From an optimization exercise on the open Yosys and OpenROAD flow, aimed at small area, a short achievable clock period and few clock cycles; shortcuts taken in it are not production practice.
The RTL was checked by simulation tests, not by an equivalence proof against the original design.
Power figures rest on the tool's default switching activity, not on a simulated workload.

## MipsProcessor
module MipsProcessor(input clk, rst, output [31:0] imem_addr, input [31:0] imem_data,
                     output [31:0] dmem_addr, dmem_wdata, output dmem_we, dmem_re, input [31:0] dmem_rdata);
	reg  [31:0] pc;
	wire [31:1] inc = pc[31:1] + 31'd1;
	wire [31:0] pc1 = pc[0] ? {inc, 1'b0} : {pc[31:1], 1'b1};
	wire [31:0] pc2 = {inc, pc[0]};
	wire [5:0]  iop = imem_data[31:26];
	wire if_jt, if_jal, if_jr, if_jal_a, if_jal_b, nc_a1, nc_a2, nc_b1, nc_b2;
	IfDecode My_IfDecode(.op(iop), .jt(if_jt), .jal(if_jal), .jr(if_jr));
	IfDecode My_IfDecodeA(.op(iop), .jt(nc_a1), .jal(if_jal_a), .jr(nc_a2));
	IfDecode My_IfDecodeB(.op(iop), .jt(nc_b1), .jal(if_jal_b), .jr(nc_b2));
	wire stall;
	wire [3:0] br_taken, br_ntaken;    
	wire [31:0] br_target;
	wire [31:0] pc_seq = if_jt ? {pc1[31:26], imem_data[25:0]} : (if_jr ? pc2 : pc1);
	wire [31:0] pc_hold = stall ? pc : pc_seq;
	wire [31:0] pc_next;
	genvar i;
	generate
  ...
Settings: LEC_CHECK=0, CAP_MARGIN=20, CORE_MARGIN=2, CORE_UTILIZATION=60, PLACE_DENSITY=0.7, SLEW_MARGIN=20, SYNTH_HIERARCHICAL=1; clock period 12.0 ns.
standard.sh (not shown) runs the stock make flow with config.mk's settings and CLKGATE_MAP_FILE= SYNTH_SCRIPT=/design/flow/synth_recipe.tcl, a recipe that flattens the netlist after the stock synthesis.
==> flow/flow/run.sh <==
#!/bin/bash
# The standard synthesis and layout (standard.sh), with:
#  - ports buffered with buf_4 instead of the library's first buffer;
#  - larger clock-tree sink clusters and no dummy clock loads;
#  - after global routing, cells with ample slack are downsized (flow/downsize.tcl).
set -o pipefail
bash standard.sh \
  SETUP_SLACK_MARGIN=8.45 \
  TNS_END_PERCENT=5 \
  MATCH_CELL_FOOTPRINT=0 \
  "BUFFER_PORTS_ARGS=-buffer_cell sky130_fd_sc_hd__buf_4" \
  "CTS_ARGS=-sink_clustering_enable -repair_clock_nets -sink_clustering_size 25 -sink_clustering_max_diameter 80 -dont_use_dummy_load" \
  POST_GLOBAL_ROUTE_TCL=$PWD/flow/post_grt.tcl \
  finish > flow_make.log 2>&1
==> flow/flow/post_grt.tcl <==
# After the global-route timing repair: recover area from cells on paths
# with ample slack (see downsize.tcl). The estimated parasitics are written
# to SPEF and read back so that they stay attached to the nets while cells
# are swapped.
source [file join [file dirname [info script]] downsize.tcl]
set ds_spef [file join $::env(RESULTS_DIR) 5_1_grt_est.spef]
estimate_parasitics -global_routing -spef_file $ds_spef
read_spef $ds_spef
downsize_all 0.30
Other scripts of this flow, unchanged in this note and not shown: flow/flow/downsize.tcl
Testbench counts at the start, summed over its fixed seeds: cycles 49,457.
Edit:
--- a/flow/flow/run.sh
+++ b/flow/flow/run.sh
@@ -7,3 +7,3 @@
 bash standard.sh \
-  SETUP_SLACK_MARGIN=8.45 \
+  SETUP_SLACK_MARGIN=8.6 \
   TNS_END_PERCENT=5 \
--- a/flow/flow/post_grt.tcl
+++ b/flow/flow/post_grt.tcl
@@ -8,2 +8,2 @@
 read_spef $ds_spef
-downsize_all 0.30
+downsize_all 0.20
The changed run passed the timing, DRC and antenna checks.
Global-route usage rose by 0.13 points.
Setup slack improved by 23 ps.
Power fell by 0.45%.
Clock-buffer cell count fell by 1.
Design area fell by about 0.37%.

========
## run a
Another version of the RTL of MipsProcessor (not shown whole).
Size in the first run: ~160 I/O pins.
clock: 12.0 ns
lec_check: 0
cap_margin: 20
core_margin: 2
core_utilization: 60
place_density: 0.7
slew_margin: 20
synth_hierarchical: 1
==> flow/flow/run.sh <==
#!/bin/bash
# The standard synthesis and layout (standard.sh), with:
#  - ports buffered with buf_4 instead of the library's first buffer;
#  - larger clock-tree sink clusters and no dummy clock loads;
#  - after global routing, cells with ample slack are downsized (flow/downsize.tcl).
set -o pipefail
bash standard.sh \
  SETUP_SLACK_MARGIN=8.45 \
  MATCH_CELL_FOOTPRINT=0 \
  "BUFFER_PORTS_ARGS=-buffer_cell sky130_fd_sc_hd__buf_4" \
  "CTS_ARGS=-sink_clustering_enable -repair_clock_nets -sink_clustering_size 25 -sink_clustering_max_diameter 80 -dont_use_dummy_load" \
  POST_GLOBAL_ROUTE_TCL=$PWD/flow/post_grt.tcl \
  finish > flow_make.log 2>&1
==> flow/flow/post_grt.tcl <==
# After the global-route timing repair: recover area from cells on paths
# with ample slack (see downsize.tcl). The estimated parasitics are written
# to SPEF and read back so that they stay attached to the nets while cells
# are swapped.
source [file join [file dirname [info script]] downsize.tcl]
set ds_spef [file join $::env(RESULTS_DIR) 5_1_grt_est.spef]
estimate_parasitics -global_routing -spef_file $ds_spef
read_spef $ds_spef
downsize_all 0.25
Other scripts of this flow, unchanged in this note and not shown: flow/flow/downsize.tcl
Testbench counts of run a, summed over its fixed seeds: cycles 49,457.
Edits applied to the flow inputs when going from run a to run b:
diff --git a/flow/flow/run.sh b/flow/flow/run.sh
--- a/flow/flow/run.sh
+++ b/flow/flow/run.sh
@@ -6,5 +6,5 @@
 set -o pipefail
 bash standard.sh \
-  SETUP_SLACK_MARGIN=8.45 \
+  SETUP_SLACK_MARGIN=8.6 \
   MATCH_CELL_FOOTPRINT=0 \
   "BUFFER_PORTS_ARGS=-buffer_cell sky130_fd_sc_hd__buf_4" \
diff --git a/flow/flow/post_grt.tcl b/flow/flow/post_grt.tcl
--- a/flow/flow/post_grt.tcl
+++ b/flow/flow/post_grt.tcl
@@ -7,3 +7,3 @@
 estimate_parasitics -global_routing -spef_file $ds_spef
 read_spef $ds_spef
-downsize_all 0.25
+downsize_all 0.30
Findings:
Compared with run a, in run b total power picked up an extra 150 uW; core utilization increased 1.3 points; wire length picked up an extra about 0.36%. Run b ended up with more standard cells than run a. Looking at run a and run b, the part of the power in the clock network is a wash. | clock skew after layout | run b vs run a | 0.0050 ns higher |. In terms of clock slew seen by the registers of the worst setup and hold paths, run a and run b differ only marginally. In run b, total of cells resized after clock tree synthesis is higher than in run a. Number of ordinary inverters in the final layout came out exactly the same in run a and run b. Hold slack down 0.0058 ns in run b wrt run a.

========
== willow ==
Another version of the RTL of MipsProcessor (not shown whole).
Size in the first run: roughly 3900 cells after synthesis, roughly 160 I/O pins, ~0.056 mm² of cells after synthesis.
==> flow/config.mk <==
export PLATFORM = sky130hd
export DESIGN_NAME = MipsProcessor
export DESIGN_NICKNAME = MipsProcessor
export VERILOG_FILES = /design/flow/design.v
export SDC_FILE = /design/flow/constraint.sdc
export NUM_CORES = 8
export LEC_CHECK = 0
export CAP_MARGIN = 20
export CORE_MARGIN = 2
export CORE_UTILIZATION = 68
export PLACE_DENSITY = 0.75
export SLEW_MARGIN = 20
export SYNTH_HIERARCHICAL = 1
==> flow/constraint.sdc <==
create_clock -name core_clock -period 12.0 [get_ports {clk}]
set_input_delay 2.4000 -clock core_clock [delete_from_list [all_inputs] [get_ports {clk}]]
set_output_delay 2.4000 -clock core_clock [all_outputs]
set_load 0.01 [all_outputs]
==> flow/flow/run.sh <==
#!/bin/bash
# The standard synthesis and layout (standard.sh), with:
#  - ports buffered with buf_4 instead of the library's first buffer;
#  - larger clock-tree sink clusters and no dummy clock loads;
#  - after global routing, cells with ample slack are downsized (flow/downsize.tcl).
set -o pipefail
bash standard.sh \
  SETUP_SLACK_MARGIN=8.6 \
  TNS_END_PERCENT=5 \
  MATCH_CELL_FOOTPRINT=0 \
  "BUFFER_PORTS_ARGS=-buffer_cell sky130_fd_sc_hd__buf_4" \
  "CTS_ARGS=-sink_clustering_enable -repair_clock_nets -sink_clustering_size 25 -sink_clustering_max_diameter 80 -dont_use_dummy_load" \
  POST_GLOBAL_ROUTE_TCL=$PWD/flow/post_grt.tcl \
  finish > flow_make.log 2>&1
Other scripts of this flow, unchanged in this note and not shown: flow/flow/downsize.tcl, flow/flow/post_grt.tcl
Testbench counts of willow, summed over its fixed seeds: cycles 49,457.
### willow -> onyx
Settings: CORE_UTILIZATION now 60, was 68; PLACE_DENSITY now 0.7, was 0.75.
Notes after the runs:
onyx vs. willow: placed wire-length estimate after detailed placement went down by about 1.9%. onyx vs. willow: met2 wire length now smaller, net switching power of the design moved down, minimum hold slack has increased, multi-input gate area in the final layout down 340 µm². Between onyx and willow, the register-to-register slack does not differ in any meaningful way. Comparing willow and onyx, the lower count of fill cells added during filler insertion was measured on willow. In onyx, portion of total power attributed to combinational logic is lower than in willow. NOTE vias after detailed routing willow->onyx decreased by a few percent. Changes observed in onyx relative to willow: area overhead of the layout relative to synthesis decreased 0.97 points; final standard cell area without fillers went down 540 µm².

========
RTL: one of the versions met above, not the one the previous note started from.
Size: roughly 3900 cells after synthesis, ~160 I/O pins, roughly 56000 um^2 of cells after synthesis.
Design MipsProcessor, start of the top module:
module MipsProcessor(input clk, rst, output [31:0] imem_addr, input [31:0] imem_data,
                     output [31:0] dmem_addr, dmem_wdata, output dmem_we, dmem_re, input [31:0] dmem_rdata);
	reg  [31:0] pc;
	wire [31:1] inc = pc[31:1] + 31'd1;
	wire [31:0] pc1 = pc[0] ? {inc, 1'b0} : {pc[31:1], 1'b1};
	wire [31:0] pc2 = {inc, pc[0]};
	wire [5:0]  iop = imem_data[31:26];
	wire if_jt, if_jal, if_jr, if_jal_a, if_jal_b, nc_a1, nc_a2, nc_b1, nc_b2;
	IfDecode My_IfDecode(.op(iop), .jt(if_jt), .jal(if_jal), .jr(if_jr));
	IfDecode My_IfDecodeA(.op(iop), .jt(nc_a1), .jal(if_jal_a), .jr(nc_a2));
	IfDecode My_IfDecodeB(.op(iop), .jt(nc_b1), .jal(if_jal_b), .jr(nc_b2));
	wire stall;
	wire [3:0] br_taken, br_ntaken;    
	wire [31:0] br_target;
	wire [31:0] pc_seq = if_jt ? {pc1[31:26], imem_data[25:0]} : (if_jr ? pc2 : pc1);
	wire [31:0] pc_hold = stall ? pc : pc_seq;
	wire [31:0] pc_next;
	genvar i;
	generate
		for (i = 0; i < 32; i = i + 1) begin : pcm
			wire t_n, h_n;
			C_NAND2 My_T(.a(br_taken[i/8]), .b(br_target[i]), .y(t_n));
			C_NAND2 My_H(.a(br_ntaken[i/8]), .b(pc_hold[i]), .y(h_n));
			C_NAND2 My_M(.a(t_n), .b(h_n), .y(pc_next[i]));
		end
	endgenerate
	always @(posedge clk, posedge rst) begin
		if (rst)
			pc <= 32'd0;
		else
			pc <= pc_next;
	end
	assign imem_addr = pc;
	reg        d_valid;
	reg [31:0] d_w;
	always @(posedge clk, posedge rst) begin
		if (rst)
			d_valid <= 1'b0;
		else
			d_valid <= br_ntaken[3] && (stall ? d_valid : 1'b1);
	end
	reg [31:1] d_s1, d_s2;
	wire [31:1] n_s1, n_s2;
	Dec5 My_SDec1(.a(stall ? d_w[25:21] : imem_data[25:21]), .en(1'b1), .y(n_s1));
	Dec5 My_SDec2(.a(stall ? d_w[20:16] : imem_data[20:16]), .en(1'b1), .y(n_s2));
	always @(posedge clk) begin
		d_s1 <= n_s1;
		d_s2 <= n_s2;
	end
	always @(posedge clk) begin
		if (!stall)
			d_w <= {imem_data[31:26], if_jal_b ? pc1[25:13] : imem_data[25:13], if_jal_a ? pc1[12:0] : imem_data[12:0]};
	end
	wire [4:0] d_rs = d_w[25:21];
	wire [4:0] d_rt = d_w[20:16];
	wire [4:0] d_rd = d_w[15:11];
	wire d_jal = !d_w[31] && d_w[28] && !d_w[29];
  ...
==> flow/config.mk <==
export PLATFORM = sky130hd
export DESIGN_NAME = MipsProcessor
export DESIGN_NICKNAME = MipsProcessor
export VERILOG_FILES = /design/flow/design.v
export SDC_FILE = /design/flow/constraint.sdc
export NUM_CORES = 8
export LEC_CHECK = 0
export CAP_MARGIN = 20
export CORE_MARGIN = 2
export CORE_UTILIZATION = 60
export PLACE_DENSITY = 0.7
export SLEW_MARGIN = 20
export SYNTH_HIERARCHICAL = 1
==> flow/constraint.sdc <==
create_clock -name core_clock -period 12.0 [get_ports {clk}]
set_input_delay 2.4000 -clock core_clock [delete_from_list [all_inputs] [get_ports {clk}]]
set_output_delay 2.4000 -clock core_clock [all_outputs]
set_load 0.01 [all_outputs]
==> flow/flow/run.sh <==
#!/bin/bash
# The standard synthesis and layout (standard.sh), with:
#  - ports buffered with buf_4 instead of the library's first buffer;
#  - larger clock-tree sink clusters and no dummy clock loads;
#  - after global routing, cells with ample slack are downsized (flow/downsize.tcl).
set -o pipefail
bash standard.sh \
  SETUP_SLACK_MARGIN=8.45 \
  MATCH_CELL_FOOTPRINT=0 \
  "BUFFER_PORTS_ARGS=-buffer_cell sky130_fd_sc_hd__buf_4" \
  "CTS_ARGS=-sink_clustering_enable -repair_clock_nets -sink_clustering_size 25 -sink_clustering_max_diameter 80 -dont_use_dummy_load" \
  POST_GLOBAL_ROUTE_TCL=$PWD/flow/post_grt.tcl \
  finish > flow_make.log 2>&1
Other scripts of this flow, unchanged in this note and not shown: flow/flow/downsize.tcl, flow/flow/post_grt.tcl
Testbench counts at the start, summed over its fixed seeds: cycles 49,457.
Rerun with:
--- a/flow/flow/run.sh
+++ b/flow/flow/run.sh
@@ -6,5 +6,6 @@
 set -o pipefail
 bash standard.sh \
-  SETUP_SLACK_MARGIN=8.45 \
+  SETUP_SLACK_MARGIN=8.6 \
+  TNS_END_PERCENT=5 \
   MATCH_CELL_FOOTPRINT=0 \
   "BUFFER_PORTS_ARGS=-buffer_cell sky130_fd_sc_hd__buf_4" \
=> Total power is lower slightly. Clock skew goes down by 0.011 ns. First-iteration DRC count rose slightly.

-- what the ideal ports hide --
The results above use ideal ports. As a check the final layouts listed here were re-extracted and re-timed, cells and wires unchanged. Step 1 (the two cells are an assumption about what drives the block):
set clk [get_ports {clk}]
set_driving_cell -lib_cell sky130_fd_sc_hd__clkbuf_16 $clk
set_driving_cell -lib_cell sky130_fd_sc_hd__buf_2 [delete_from_list [all_inputs] $clk]
Step 2 also shifts input and output timing later by t, the mid clock arrival at the registers, as if the neighbouring blocks saw the same clock. Slacks: no drivers / after step 1 / after step 2; pairs: no drivers / after step 1.
run | t (ns) | setup WS [ns] | hold slack, ns | worst setup path after step 2 | slew at the worst register clock pin (ns)
the first run of note 1 | 0.774 | 8.224 / 8.143 / 7.734 | 0.380 / 0.380 / 0.380 | input to register | 0.10 / 0.10
the second run of note 1 | 0.768 | 8.248 / 8.176 / 7.617 | 0.362 / 0.362 / 0.362 | input to register | 0.11 / 0.11
run a | 0.723 | 8.310 / 8.243 / 7.828 | 0.364 / 0.364 / 0.364 | input to register | 0.10 / 0.10
run b | 0.728 | 8.330 / 8.261 / 7.914 | 0.358 / 0.358 / 0.358 | input to register | 0.10 / 0.10
willow | 0.752 | 8.302 / 8.229 / 7.745 | 0.363 / 0.363 / 0.363 | input to register | 0.11 / 0.11
onyx | 0.762 | 8.201 / 8.124 / 7.770 | 0.379 / 0.379 / 0.379 | input to register | 0.10 / 0.10
the first run of note 4 | 0.792 | 8.206 / 8.128 / 7.727 | 0.357 / 0.357 / 0.357 | input to register | 0.11 / 0.11
the second run of note 4 | 0.766 | 8.237 / 8.166 / 7.643 | 0.362 / 0.362 / 0.362 | input to register | 0.11 / 0.11
After both steps setup and hold are still met in every run listed. For the second run of note 1, which loses most, drivers alone change the setup slack by -0.072 ns; drivers and shift together by -0.631 ns.
